This is an optimization exercise on Yosys and OpenROAD, whose aim is small area, not a production implementation. RTL that was checked went through simulation tests only; none was proved equivalent to the original. Power figures rest on the tool's default switching activity, not on a simulated workload.

== the baseline ==
==> flow/design.v (excerpt) <==
module tot6502(
	input  clk,
	input  enable,
	input  [7:0]dati,
	output [7:0]dato,
	output [15:0]addr,
	output rw,
	input  rst_n,
	input  irq_n,
	input  nmi_n,
	input  rdy
);
clock: 8.5 ns
lec_check: 0
abc_area: 1
cap_margin: 20
core_margin: 2
core_utilization: 60
slew_margin: 20
standard.sh (not shown) runs the stock make flow with config.mk's settings and CLKGATE_MAP_FILE= SYNTH_SCRIPT=/design/flow/synth_recipe.tcl, a recipe that flattens the netlist after the stock synthesis.
==> flow/flow/run.sh <==
#!/bin/bash
# The standard layout (standard.sh) with these changes:
#  - synthesis: the standard flow's own synthesis script, with only the ABC mapping script replaced by
#    flow/abc_area.script (area-oriented mapping); registers are mapped exactly as before
#  - the smallest buffer cell for the port buffers
#  - clock tree synthesis without dummy loads
#  - power recovery (downsizing cells off the critical paths) after global routing
#  - timing-driven global placement keeps none of its trial buffering
# Each tool's output goes to the logs under orfs/logs (ORFS) and to standard_sh.log.
set -e
here=$(pwd)
{ echo 'proc abc {args} { set i [lsearch $args -script]; if {$i >= 0} { lset args [expr {$i + 1}] $::env(AREA_ABC_SCRIPT) }; yosys abc {*}$args }'
  cat synth_recipe.tcl; } > synth_area.tcl
sed "s|SYNTH_SCRIPT=[^ ]*|SYNTH_SCRIPT=$here/synth_area.tcl|" standard.sh > standard_area.sh
export AREA_ABC_SCRIPT="$here/flow/abc_area.script"
export BUFFER_PORTS_ARGS="-buffer_cell sky130_fd_sc_hd__buf_1"
export CTS_ARGS="-sink_clustering_enable -repair_clock_nets -dont_use_dummy_load"
export RECOVER_POWER=100
export GPL_KEEP_OVERFLOW=0
bash standard_area.sh > standard_sh.log 2>&1
==> flow/flow/abc_area.script <==
strash
&get -n
&st
&dch -f
&nf -p -R 1000
&put
topo
stime -c
dnsize -c
For the candidate, these inputs were changed with respect to the baseline:
-- flow/design.v --
<<< the baseline, line 109
	wire bra_pb = aadd[8] ^ dl[7];
	wire st_long = ia == 4 & (ic[0] | ib == 7) & (m_indy | m_absxy);
	wire op_end =
	(ldm_act & ldm_end) |
	(i_bra & ((t1 & !bra) | (t2 & !bra_pb) | t3)) |
	(st_long & (m_indy ? t5 : t4)) |
	(m_imp2 & t1) |
>>> the candidate, line 109
	wire bra_pb = aadd[8] ^ dl[7];
	wire st_long = ia == 4 & (ic[0] | ib == 7) & (m_indy | m_absxy);
	wire op_end_nb =
	(ldm_act & ldm_end) |
	(st_long & (m_indy ? t5 : t4)) |
	(m_imp2 & t1) |
<<< the baseline, line 120
	(i_brk & t6) |
	(!ldm_act & !st_long & op_rdy);
	wire nmi_req 		= nmi_p;
	wire irq_req 		= irq_st[1] == 0 & fi == 0;
>>> the candidate, line 119
	(i_brk & t6) |
	(!ldm_act & !st_long & op_rdy);
	wire op_end = op_end_nb | (i_bra & ((t1 & !bra) | (t2 & !bra_pb) | t3));
	wire nmi_req 		= nmi_p;
	wire irq_req 		= irq_st[1] == 0 & fi == 0;
<<< the baseline, line 137
	wire en = enable & (rdy | !rw);
	wire e_t1  = t1;
	wire e_end = op_end;
	wire e_dl = ldm_act & ldm_dle;
	wire o_dey = inst == 8'h88;
>>> the candidate, line 137
	wire en = enable & (rdy | !rw);
	wire e_t1  = t1;
	wire e_end = op_end_nb;                     
	wire e_dl = ldm_act & ldm_dle;
	wire o_dey = inst == 8'h88;
<<< the baseline, line 174
	wire use_di = !e_dl & (i_cpxy | i_spec | i_bit | z_a | (alu_grp & !ic[1]));
	wire b_inv = (rs & !i_spec) | (e_dl & ia == 6) | i_cpxy | (i_spec & ia[2:1] == 3) | (alu_grp & u_sub & !e_dl) | o_dey | o_dex;
	wire [7:0]ab_in = (({8{ls}} & aa_in) | ({8{use_di}} & dati) | ({8{use_dl}} & dl)) ^ {8{b_inv}};
	wire ac_in =
	(e_dl & ia == 7) | (ls & ia[0] & fc) | i_cpxy | o_iny | o_inx |
>>> the candidate, line 174
	wire use_di = !e_dl & (i_cpxy | i_spec | i_bit | z_a | (alu_grp & !ic[1]));
	wire b_inv = (rs & !i_spec) | (e_dl & ia == 6) | i_cpxy | (i_spec & ia[2:1] == 3) | (alu_grp & u_sub & !e_dl) | o_dey | o_dex;
	wire ls_a = e_t1 & o_sha & !ia[1];
	wire ls_m = e_dl & ia[2:1] == 0;
	wire [7:0]ab_in = (({8{ls_a}} & a) | ({8{use_di}} & dati) | ({8{use_dl | ls_m}} & dl)) ^ {8{b_inv}};
	wire ac_in =
	(e_dl & ia == 7) | (ls & ia[0] & fc) | i_cpxy | o_iny | o_inx |
<<< the baseline, line 243
	wire [7:0]pc_nvl = ({8{pc_ld}} & dl) | ({8{pc_upx}} & pc_inc[7:0]) | ({8{aa_bra}} & aadd[7:0]);
	wire [15:0]pc_next = {pc_hw ? pc_nvh : pc[15:8], pc_lw ? pc_nvl : pc[7:0]};
	wire oadr_next = !op_end & !(t4 & (i_jsr | i_rts)) &
		(s_oadr | (t1 & (m_zp1 | i_stk)) | (t2 & (m_abs | m_absxy | i_jmp_ind)));
	wire ld_dt = (t4 & m_indx) | (t2 & (m_abs | m_absxy | i_jmp_ind));
>>> the candidate, line 245
	wire [7:0]pc_nvl = ({8{pc_ld}} & dl) | ({8{pc_upx}} & pc_inc[7:0]) | ({8{aa_bra}} & aadd[7:0]);
	wire [15:0]pc_next = {pc_hw ? pc_nvh : pc[15:8], pc_lw ? pc_nvl : pc[7:0]};
	wire oadr_next = !op_end_nb & !(t4 & (i_jsr | i_rts)) &
		(s_oadr | (t1 & (m_zp1 | i_stk)) | (t2 & (m_abs | m_absxy | i_jmp_ind)));
	wire ld_dt = (t4 & m_indx) | (t2 & (m_abs | m_absxy | i_jmp_ind));
- Of the baseline and the candidate, only the baseline finishes the flow clean.
- The final report for the candidate shows a completed flow and a layout that fails verification, specifically capacitance limit, slew limit.
- Delta (the candidate minus the baseline): largest fanout on the critical path went down by 2, peak clock frequency supported by timing increased by about 4% relative to the old numbers, number of buffers added for setup after CTS saw a decrease, utilization after layout lost 2.5 points.
- Changes observed in the candidate relative to the baseline: total wire length fell by 1300 microns; clock skew rose by 4.0 ps.
- Status: post-synthesis area per instance parity (the candidate, the baseline)
- As far as die outline height is concerned, the baseline and the candidate perform about the same.
- Changes observed in the candidate relative to the baseline: power per standard cell area went up about 1.3%, cell area -about 3.2%, number of optimization iterations in the first detailed-route pass shrank by 1.


tot6502, a different RTL version from the one above (not shown whole).
Size: roughly 39 I/O pins, roughly 9100 um^2 of cells after synthesis.
==> flow/design.v (excerpt) <==
module tot6502(
	input  clk,
	input  enable,
	input  [7:0]dati,
	output [7:0]dato,
	output [15:0]addr,
	output rw,
	input  rst_n,
	input  irq_n,
	input  nmi_n,
	input  rdy
);
	function [8:0]radd(input [7:0]p, input [7:0]q, input ci);
		integer k;
		reg c;
		begin
			c = ci;
			for(k = 0; k < 8; k = k + 1) begin
				radd[k] = p[k] ^ q[k] ^ c;
				c = (p[k] & q[k]) | (c & (p[k] ^ q[k]));
			end
			radd[8] = c;
		end
	endfunction
	reg [7:0]a, x, y, sp;
	reg [7:0]dl;                            
	reg fn, fv, fd, fi, fz, fc;             
	reg [15:0]pc;
	reg [15:0]ab;                            
	reg [7:0]inst;
	reg [2:0]tctr;
	reg s_oadr, s_wren;
	reg pb;
	reg [1:0]nmi_st;
	reg nmi_p;                               
	reg [1:0]irq_st;
	reg [1:0]brk_k;                          
	wire brk_flag = brk_k == 0;
	wire [1:0]brk_v = brk_flag ? 2'd3 : brk_k;
	reg nmi_n_st;
	wire [2:0]ia = inst[7:5];
	wire [2:0]ib = inst[4:2];
	wire [1:0]ic = inst[1:0];
	wire t0 = tctr == 0;
	wire t1 = tctr == 1;
	wire t2 = tctr == 2;
	wire t3 = tctr == 3;
	wire t4 = tctr == 4;
	wire t5 = tctr == 5;
	wire t6 = tctr == 6;
	wire c0 = ic == 0;
	wire ia45 = ia[2:1] == 2;
	wire zy = ic[1] & ia45;
	wire m_indx = ib == 0 & ic[0];
	wire m_imm  = (ib == 0 & !ic[0] & (ic[1] | ia[2])) | (ib == 2 & ic[0]);
	wire m_zpg  = ib == 1;
	wire m_abs  = ib == 3 & !(c0 & ia == 3);
	wire m_rel  = ib == 4 & c0;
	wire m_indy = ib == 4 & !c0;
	wire m_zpgx = ib == 5 & !zy;
  ...
Settings: LEC_CHECK=0, ABC_AREA=1, CAP_MARGIN=20, CORE_MARGIN=2, CORE_UTILIZATION=60, SLEW_MARGIN=20; clock period 8.5 ns.
run.sh (not shown) runs the stock make flow with config.mk's settings and CLKGATE_MAP_FILE= SYNTH_SCRIPT=/design/flow/synth_recipe.tcl, a recipe that flattens the netlist after the stock synthesis.
Stock flow here: none of the scripts above is used.
Next try:
--- a/flow/design.v
+++ b/flow/design.v
@@ -21,23 +21,22 @@
 			end
 			radd[8] = c;
 		end
 	endfunction
 	reg [7:0]a, x, y, sp;
 	reg [7:0]dl;                            
 	reg fn, fv, fd, fi, fz, fc;             
 	reg [15:0]pc;
 	reg [15:0]ab;                            
 	reg [7:0]inst;
 	reg [2:0]tctr;
-	reg s_oadr, s_wren;
 	reg pb;
 	reg [1:0]nmi_st;
 	reg nmi_p;                               
 	reg [1:0]irq_st;
 	reg [1:0]brk_k;                          
 	wire brk_flag = brk_k == 0;
 	wire [1:0]brk_v = brk_flag ? 2'd3 : brk_k;
 	reg nmi_n_st;
 	wire [2:0]ia = inst[7:5];
 	wire [2:0]ib = inst[4:2];
 	wire [1:0]ic = inst[1:0];
@@ -121,22 +120,28 @@
 	((i_jsr | i_rti | i_rts) & t5) |
 	(i_brk & t6) |
 	(!ldm_act & !st_long & op_rdy);
 	wire nmi_req 		= nmi_p;
 	wire irq_req 		= irq_st[1] == 0 & fi == 0;
 	wire ie_req  		= nmi_req | irq_req;
 	wire i_st = i_sta | i_stx | i_sty;
 	wire st_out = (i_st & !i_shx & !i_shy) | i_pha;
 	assign dato = st_out ? aa_in : dl;
 	assign addr[15:0] = ab;
 	wire st_end = st_long ? (m_indy ? t5 : t4) : op_rdy;
+	wire t2p = tctr >= 2;
+	wire t3p = tctr >= 3;
+	wire s_oadr = (t2p & (m_indx | m_indy | m_zpg | m_zpgx | m_zpgy | i_rti | i_brk | i_push | i_pull |
+		((i_jsr | i_rts) & !t5))) | (t3p & (m_abs | m_absxy | i_jmp_ind));
+	wire s_wren = (ldm_act & (ldm_dle | ldm_end)) | (i_jsr & (t3 | t4)) | (i_push & t2) |
+		(i_brk & (t2 | t3 | t4) & brk_k != 2);
 	assign rw 			= !(s_wren | (i_st & !t1 & st_end));
 	wire en = enable & (rdy | !rw);
 	wire e_t1  = t1;
 	wire e_end = op_end;
 	wire e_dl = ldm_act & ldm_dle;
 	wire o_dey = inst == 8'h88;
 	wire o_iny = inst == 8'hC8;
 	wire o_inx = inst == 8'hE8;
 	wire o_dex = inst == 8'hCA;
 	wire o_tya = inst == 8'h98;
 	wire o_txa = inst == 8'h8A;
@@ -290,60 +295,52 @@
 	wire d_op  = f_op & ia[2:1] == 3;
 	always @(posedge clk)
 	if(enable)
 	begin
 		nmi_n_st <= nmi_n;
 	end
 	always @(posedge clk)
 	if(!rst_n)
 	begin
 		inst 			<= 8'h00;
 		brk_k			<= 2;
-		fi				<= 0;
 		fn				<= 0;
 		fv				<= 0;
 		fd				<= 0;
 		fz				<= 0;
 		fc				<= 0;
 		tctr 	   	<= 1;
 		nmi_p			<= 0;
 		nmi_st		<= 0;
-		s_oadr		<= 0;
-		s_wren		<= 0;
 	end
 		else
 	if(en)
 	begin
 		nmi_st[1:0] <= {nmi_st[0], nmi_n_st};
 		irq_st[1:0] <= {irq_st[0], irq_n};
 		nmi_p <= !(t0 & nmi_p) & (nmi_p | nmi_st[1:0] == 2'b10);
 		if(t0)
 		begin
 			inst		<= ie_req ? 8'h00 : dati;
 			brk_k		<= !ie_req ? 2'd0 : nmi_req ? 2'd1 : 2'd3;
 		end
 		if(pc_hw)
 			pc[15:8] <= pc_nvh;
 		if(pc_lw)
 			pc[7:0] <= pc_nvl;
-		s_oadr <= oadr_next;
 		if(oadr_next ? o_hw : (pc_hw | s_oadr))
 			ab[15:8] <= oadr_next ? oaddr_hi : pc_next[15:8];
 		if(oadr_next ? o_lw : (pc_lw | s_oadr))
 			ab[7:0] <= oadr_next ? oaddr_lo : pc_next[7:0];
 		if(sp_ad | sp_di | sp_rs)
 			sp <= ({8{sp_ad}} & aadd[7:0]) | ({8{sp_di}} & dati) | ({8{sp_rs}} & res);
-		if((ldm_act & ldm_wre) | (t2 & i_jsr) | (t1 & i_push) | (t1 & i_brk & brk_k != 2))
-			s_wren <= 1;
-		if(t4 & (i_jsr | i_brk))
-			s_wren <= 0;
 		if((t1 & m_absxy) | (t3 & m_indy))
 			pb <= aadd[8];
 		if(dl_we)
 			dl <= dl_next;
 		if(we_a)
 			a <= res;
 		if(we_x)
 			x <= res;
 		if(we_y)
 			y <= res;
 		if(we_zn) begin
@@ -356,20 +353,18 @@
 			fv <= (v_add & (a[7] ^ sum[7]) & (dati[7] ^ sum[7] ^ ia[2])) | (v_arr & (g[7] ^ g[6])) | (v_di & dati[6]);
 		if(i_op | i_bk | f_pl)
 			fi <= (i_op & ia[0]) | i_bk | (f_pl & dati[2]);
 		if(d_op | f_pl)
 			fd <= (d_op & ia[0]) | (f_pl & dati[3]);
 		if(f_pl) begin
 			fn <= dati[7];
 			fz <= dati[1];
 		end
 		if(op_end)
 		begin
-			s_oadr <= 0;
-			s_wren <= 0;
 			tctr <= 0;
 		end
 			else
 		if(tctr != 7)
 			tctr <= tctr + 1;
 	end
 endmodule
After rerunning: The new run ran to the end with no violations. Clock power came out higher by about 3%. Global-route usage came out higher by 0.18 points. Final area came out lower by 0.40%. Setup slack improved by 0.065 ns. Via count came out lower by 1.1%. Combinational power came out higher by 17%. Power came out higher by 5.1%. Clock skew came out higher by 0.0057 ns. Die area came out lower by 1.5%. Non-clock buffer count came out higher by 16. Synthesized area came out lower by 1.6%. Core utilization came out higher by 1.8 points. Final cell count came out higher by 0.46%. Synthesized cell count barely changes.
For the first run of this note, only the layout was checked, not whether the RTL still works.


tot6502, a different RTL version from the one above (not shown whole).
Size in the first run: about 1,200 cells after synthesis, roughly 0.0087 mm2 of cells after synthesis.
export LEC_CHECK = 0
export ABC_AREA = 1
export CAP_MARGIN = 20
export CORE_MARGIN = 2
export CORE_UTILIZATION = 60
export SLEW_MARGIN = 20
create_clock -name core_clock -period 8.5 [get_ports {clk}]
standard.sh (not shown) runs the stock make flow with config.mk's settings and CLKGATE_MAP_FILE= SYNTH_SCRIPT=/design/flow/synth_recipe.tcl, a recipe that flattens the netlist after the stock synthesis.
==> flow/flow/run.sh <==
#!/bin/bash
export BUFFER_PORTS_ARGS="-buffer_cell sky130_fd_sc_hd__buf_1"
export CTS_ARGS="-sink_clustering_enable -repair_clock_nets -dont_use_dummy_load -buf_list sky130_fd_sc_hd__clkbuf_8"
bash standard.sh > standard_sh.log 2>&1
The starting point finished clean.
Rerun with:
--- a/flow/design.v
+++ b/flow/design.v
@@ -42,16 +42,17 @@
 	wire [1:0]ic = inst[1:0];
 	wire t0 = tctr == 0;
 	wire t1 = tctr == 1;
 	wire t2 = tctr == 2;
 	wire t3 = tctr == 3;
 	wire t4 = tctr == 4;
 	wire t5 = tctr == 5;
 	wire t6 = tctr == 6;
+	wire t7 = tctr == 7;
 	wire c0 = ic == 0;
 	wire ia45 = ia[2:1] == 2;
 	wire zy = ic[1] & ia45;
 	wire m_indx = ib == 0 & ic[0];
 	wire m_imm  = (ib == 0 & !ic[0] & (ic[1] | ia[2])) | (ib == 2 & ic[0]);
 	wire m_zpg  = ib == 1;
 	wire m_abs  = ib == 3 & !(c0 & ia == 3);
 	wire m_rel  = ib == 4 & c0;
@@ -94,23 +95,21 @@
 	wire bra = bra_f == ia[0];
 	wire exec =
 	(m_zpg & t2) |
 	((m_abs | m_zpgx | m_zpgy) & t3) |
 	(m_absxy & (pb ? t4 : t3)) |
 	(m_indx & t5) |
 	(m_indy & (pb ? t5 : t4));
 	wire op_rdy = exec | (m_imm & t1);
-	wire [2:0]ldm_k =
-	m_zpg ? 3'd2 :
-	m_absxy ? 3'd4 :
-	(m_indx | m_indy) ? 3'd5 : 3'd3;
-	wire ldm_wre = tctr == ldm_k;
-	wire ldm_dle = tctr == ldm_k + 3'd1;
-	wire ldm_end = tctr == ldm_k + 3'd2;
+	wire k3 = m_abs | m_zpgx;
+	wire k5 = m_indx | m_indy;
+	wire ldm_wre = (m_zpg & t2) | (k3 & t3) | (m_absxy & t4) | (k5 & t5);
+	wire ldm_dle = (m_zpg & t3) | (k3 & t4) | (m_absxy & t5) | (k5 & t6);
+	wire ldm_end = (m_zpg & t4) | (k3 & t5) | (m_absxy & t6) | (k5 & t7);
 	wire [8:0]aadd;
 	wire bra_pb = aadd[8] ^ dl[7];
 	wire st_long = ia == 4 & (ic[0] | ib == 7) & (m_indy | m_absxy);
 	wire op_end =
 	(ldm_act & ldm_end) |
 	(i_bra & ((t1 & !bra) | (t2 & !bra_pb) | t3)) |
 	(st_long & (m_indy ? t5 : t4)) |
 	(m_imp2 & t1) |
@@ -217,19 +216,18 @@
 	wire aa_bra = i_bra & t2;
 	wire aa_brh = i_bra & t3;
 	wire hi_inc = (t3 & m_absxy) | (t4 & m_indy);           
 	wire b_idx  = (t2 & (m_absxy | m_indx | m_zpgx | m_zpgy)) | (t3 & m_indy);
 	wire b_pass = (t2 & (m_abs | i_jmp_ind)) | (t4 & m_indx);
 	wire b_one  = (t2 & m_indy) | hi_inc;
 	wire lo_dec = i_jsr | i_push | (i_brk & !t5);
 	wire sa_dl = (t2 & (m_abs | m_absxy | i_jmp_ind)) | (t3 & m_indy) | (t4 & m_indx);
-	wire sa_lo = !(aa_bra | hi_inc | sa_dl);
+	wire sa_lo = !(hi_inc | sa_dl);
 	wire [7:0]ad_a =
-	({8{aa_bra}} & pc[7:0]) |
 	({8{hi_inc}} & ab[15:8]) | ({8{sa_dl}} & dl) | ({8{sa_lo}} & ab[7:0]);
 	wire ix = m_indx | m_zpgx | m_absx;
 	wire b_oth = !aa_bra & !b_idx & !b_pass & !b_one;
 	wire ad_s = b_oth & lo_dec;
 	wire [7:0]ad_b =
 	({8{aa_bra}} & dl) | ({8{b_idx & ix}} & x) | ({8{b_idx & !ix}} & y) | {8{ad_s}};
 	wire ad_c = b_one | (b_oth & !lo_dec);
 	assign aadd = radd(ad_a, ad_b, ad_c);
@@ -360,12 +358,11 @@
 			fn <= dati[7];
 			fz <= dati[1];
 		end
 		if(op_end)
 		begin
 			tctr <= 0;
 		end
 			else
-		if(tctr != 7)
 			tctr <= tctr + 1;
 	end
 endmodule
Effect: Wire length rose by about 1.2%; combinational power decreases by about 7%; utilization is higher by 0.20 points; global-route usage fell by 1.4 points; final cell count goes up by 1.2%; worst hold slack loses 0.017 ns; area after synthesis barely changes; sequential share of layout area barely changes; setup slack gets worse by 0.12 ns; final area barely changes; die area barely changes; synthesized cell count climbs by 1.4%; maximum frequency is lower by 1.5%.
For the first run of this note, only the layout was checked, not whether the RTL still works.

separate check: timing with driven ports:
How much do the figures lean on ideal ports? The routed layouts below were timed once more, with nothing changed but the port constraints. Step 1 assumes that a clkbuf_16 drives the clock port and a buf_2 every other input. Step 2 adds t to the input delays and takes it off the output delays; t is the mean of the earliest and latest rising clock arrival at the registers after step 1. Input paths then give back, and output paths get back, about the clock's delay inside the block. Three values: ideal, step 1, step 2; two values: the first two.
run | shift t [ns] | slack for setup (ns) | worst setup path after step 2 | worst register clock-pin slew, ns | cell pins on the clock port's net
the baseline | 0.394 | 0.331 / 0.331 / 0.331 | register to register | 0.07 / 0.07 | 1
the candidate | 0.394 | 0.662 / 0.662 / 0.662 | register to register | 0.07 / 0.07 | 1
the first run of note 2 | 0.413 | 0.459 / 0.459 / 0.252 | input to register | 0.08 / 0.08 | 1
the second run of note 2 | 0.413 | 0.524 / 0.524 / 0.226 | input to register | 0.08 / 0.08 | 1
the first run of note 3 | 0.430 | 0.491 / 0.491 / 0.491 | register to register | 0.12 / 0.12 | 1
the second run of note 3 | 0.417 | 0.370 / 0.370 / 0.370 | register to register | 0.10 / 0.10 | 1
The setup slack of the second run of note 2, which loses most, moves by 0.000 ns with the drivers and by -0.298 ns with both steps.
